Source: an optimization exercise on an open RTL-to-GDS flow (aim: small area). Production flows keep margins and buffers that such runs may drop. Where RTL was checked, it was by simulation tests only, not by an equivalence proof against the original. Power figures rest on the tool's default switching activity, not on a simulated workload.

==> inputs of branch maple <==
## Too_Much_Cake
module Too_Much_Cake(clk, rst, tick, up, down, left, right, VGA_R, VGA_G, VGA_B, hsync, vsync, blank_n, difficulty, o1,o2,o3,o4,o5,o6,o7);
Settings: LEC_CHECK=0, CAP_MARGIN=20, CORE_MARGIN=2, CORE_UTILIZATION=45, GPL_TIMING_DRIVEN=0, SLEW_MARGIN=20; clock period 10.0 ns.
run.sh (not shown) runs the stock make flow with config.mk's settings and CLKGATE_MAP_FILE= SYNTH_SCRIPT=/design/flow/synth_recipe.tcl, a recipe that flattens the netlist after the stock synthesis.
==> branch garnet (differences from branch maple) <==
--- a/flow/design.v
+++ b/flow/design.v
@@ -188,28 +188,30 @@
 input clk, rst, update;
 input [9:0] xLength;
 input [9:0] yLength;
 output reg hit;        
 output reg hard_only;  
 reg [8:0] n486, n487;
 reg [7:0] n246, n244;
-reg [3:0] q6, q12;
+reg [7:0] a6, a12;
+wire rec6 = (n244 == 8'd90) || (n244 == 8'd106) || (n244 == 8'd177) || (n244 == 8'd233);  
+wire rec12 = (n246 == 8'd10) || (n246 == 8'd51) || (n246 == 8'd102) || (n246 == 8'd168) || (n246 == 8'd204) || (n246 == 8'd220);
 wire [8:0] n486_nx = rst ? 9'd0 : !update ? n486 : (n486 == 9'd485) ? 9'd0 : n486 + 9'd1;
 wire [8:0] n487_nx = rst ? 9'd0 : !update ? n487 : (n487 == 9'd486) ? 9'd0 : n487 + 9'd1;
 wire [7:0] n246_nx = rst ? 8'd0 : !update ? n246 : (n246 == 8'd245) ? 8'd0 : n246 + 8'd1;
 wire [7:0] n244_nx = rst ? 8'd0 : !update ? n244 : (n244 == 8'd243) ? 8'd0 : n244 + 8'd1;
-wire [3:0] q6_nx = rst ? 4'd0 : (update && n244 == 8'd243) ? q6 + 4'd1 : q6;
-wire [3:0] q12_nx = rst ? 4'd0 : (update && n246 == 8'd245) ? q12 + 4'd1 : q12;
+wire [7:0] a6_nx = rst ? 8'd0 : (update && !rec6) ? a6 + 8'd1 : a6;
+wire [7:0] a12_nx = rst ? 8'd0 : (update && !rec12) ? a12 + 8'd1 : a12;
 always @(posedge clk) begin
 	n486 <= n486_nx;
 	n487 <= n487_nx;
 	n246 <= n246_nx;
 	n244 <= n244_nx;
-	q6 <= q6_nx;
-	q12 <= q12_nx;
+	a6 <= a6_nx;
+	a12 <= a12_nx;
 end
 reg [3:0] kn; reg inln;
 always @(*) begin
 	kn = 4'd0; inln = 1'b0;
 	if (xLength >= 10'd65 && xLength <= 10'd83) begin kn = 4'd0; inln = 1'b1; end
 	if (xLength >= 10'd100 && xLength <= 10'd118) begin kn = 4'd1; inln = 1'b1; end
 	if (xLength >= 10'd135 && xLength <= 10'd153) begin kn = 4'd2; inln = 1'b1; end
@@ -295,34 +297,18 @@
 assign sh[3] = sv[3] && (!b[3] ? (d3 >= 10'd1 && d3 <= 10'd19) : (typ == 2'd0) ? (d3 >= 10'd545 && d3 <= 10'd563) : (d3 >= 10'd481 && d3 <= 10'd499));
 wire [9:0] d4 = v - c4;
 assign sh[4] = sv[4] && (!b[4] ? (d4 >= 10'd1 && d4 <= 10'd19) : (typ == 2'd0) ? (d4 >= 10'd545 && d4 <= 10'd563) : (d4 >= 10'd481 && d4 <= 10'd499));
 wire [9:0] d5 = v - c5;
 assign sh[5] = sv[5] && (!b[5] ? (d5 >= 10'd1 && d5 <= 10'd19) : (typ == 2'd0) ? (d5 >= 10'd545 && d5 <= 10'd563) : (d5 >= 10'd481 && d5 <= 10'd499));
 wire [9:0] d6 = v - c6;
 assign sh[6] = sv[6] && (!b[6] ? (d6 >= 10'd1 && d6 <= 10'd19) : (typ == 2'd0) ? (d6 >= 10'd545 && d6 <= 10'd563) : (d6 >= 10'd481 && d6 <= 10'd499));
-wire [8:0] z = v[8:0] - {((k == 4'd5) ? q6 : q12), 5'b0};
-wire top = (yLength <= 10'd18);
-wire bot = (yLength >= 10'd513);
-wire [4:0] wo25 = z[4:0] - 5'd25;
-wire go25 = (wo25 > yLength[4:0]);
-wire ho25 = (z > 9'd25) && (z < 9'd45) && !(top && go25 || bot && !go25);
-wire [4:0] wo75 = z[4:0] - 5'd11;
-wire go75 = (wo75 > yLength[4:0]);
-wire ho75 = (z > 9'd75) && (z < 9'd95) && !(top && go75 || bot && !go75);
-wire [4:0] wo375 = z[4:0] - 5'd23;
-wire go375 = (wo375 > yLength[4:0]);
-wire ho375 = (z > 9'd375) && (z < 9'd395) && !(top && go375 || bot && !go375);
-wire [4:0] wo415 = z[4:0] - 5'd31;
-wire go415 = (wo415 > yLength[4:0]);
-wire ho415 = (z > 9'd415) && (z < 9'd435) && !(top && go415 || bot && !go415);
-wire oh5 = (k == 4'd5) && (ho25 || ho75 || ho375 || ho415);
-wire [4:0] wo255 = z[4:0] - 5'd31;
-wire go255 = (wo255 > yLength[4:0]);
-wire ho255 = (z > 9'd255) && (z < 9'd275) && !(top && go255 || bot && !go255);
-wire oh11 = (k == 4'd11) && (ho255);
+wire [10:0] z6 = {1'b0, yLength} + {2'b0, a6, 1'b0};
+wire [10:0] z12 = {1'b0, yLength} + {2'b0, a12, 1'b0};
+wire oh5 = (k == 4'd5) && ((z6[8:0] > 9'd25 && z6[8:0] < 9'd45 && z6[10:9] == ((a6 > 8'd12) ? 2'd1 : 2'd0)) || (z6[8:0] > 9'd75 && z6[8:0] < 9'd95 && z6[10:9] == ((a6 > 8'd37) ? 2'd1 : 2'd0)) || (z6[8:0] > 9'd375 && z6[8:0] < 9'd395 && z6[10:9] == ((a6 > 8'd187) ? 2'd1 : 2'd0)) || (z6[8:0] > 9'd415 && z6[8:0] < 9'd435 && z6[10:9] == ((a6 > 8'd207) ? 2'd1 : 2'd0)));
+wire oh11 = (k == 4'd11) && ((z12[8:0] > 9'd255 && z12[8:0] < 9'd275 && z12[10:9] == ((a12 > 8'd127) ? 2'd1 : 2'd0)));
 always @(posedge clk) begin
 	hit <= inl && ((|sh) || oh5 || oh11);
 	hard_only <= ho;
 end
 endmodule
 module collision (clk,rst,Guy,cake,border,apple,win,game_over, score); 
 input clk, rst, Guy, border;  
==> summary of the runs <==
- Branch garnet ran to the end with no violations. Branch maple produced a clean layout.
- Against branch garnet, the area after synthesis of branch maple is smaller by 0.70%.
- In branch maple the sequential share of layout area is lower than in branch garnet, by 0.72 points.
- Between branch maple and branch garnet, the lower sequential power is in branch maple (gap 6.4%, measured against branch garnet).
- In branch maple the clock-buffer cell count is lower than in branch garnet, by 5.
- Hold slack is about the same in branch garnet and branch maple.
==> figures <==
| metric | branch maple | branch garnet |
|---|---|---|
| Run status | timing/DRC/antenna clean | timing/DRC/antenna clean |
| Clock power frac | 30.5% | 30.1% |
| Combinational Power Share | 44.7% | 41.2% |
| Area of placed instances | 19,900 sq um | 20,100 sq um |
| Setup slack, reg-to-reg | 650 ps | 1590 ps |
| FF+latch count, synth | 127 | 135 |
| Synth Area in Compound Gates | 26.1% | 26.2% |
| Port Buf Inserts | 39 | 40 |
| M3 GR Usage | 5.89% | 6.66% |
| Cells after synthesis | 2,646 | 2,648 |
| Seq pwr share | 24.8% | 28.7% |
| Multiplexer fraction of the synthesized cell area | 1.63% | 1.19% |
For branch garnet, only the layout was checked, not whether the RTL still works.

## afterwards: timing with drivers on the ports
In the flow no input, the clock included, has a driving cell. The finished layouts below were timed again as built, in two steps. Step 1 (the two cells are an assumption about what drives the block):
set clk [get_ports {clk}]
set_driving_cell -lib_cell sky130_fd_sc_hd__clkbuf_16 $clk
set_driving_cell -lib_cell sky130_fd_sc_hd__buf_2 [delete_from_list [all_inputs] $clk]
Step 2 moves the port delays by t, midway between the first and last clock arrival at a register: inputs arrive t later, outputs are due t later. That takes back most of the time a late clock gives input paths. Three values: ideal, step 1, step 2; two values: the first two.
| run | t (ns) | setup slack, ns | latest minus earliest clock arrival (ns) |
|---|---|---|---|
| branch maple | 0.508 | 0.645 / 0.645 / 0.645 | 0.019 / 0.019 |
| branch garnet | 0.504 | 1.589 / 1.589 / 1.589 | 0.013 / 0.013 |
After both steps setup and hold are still met in every run listed.
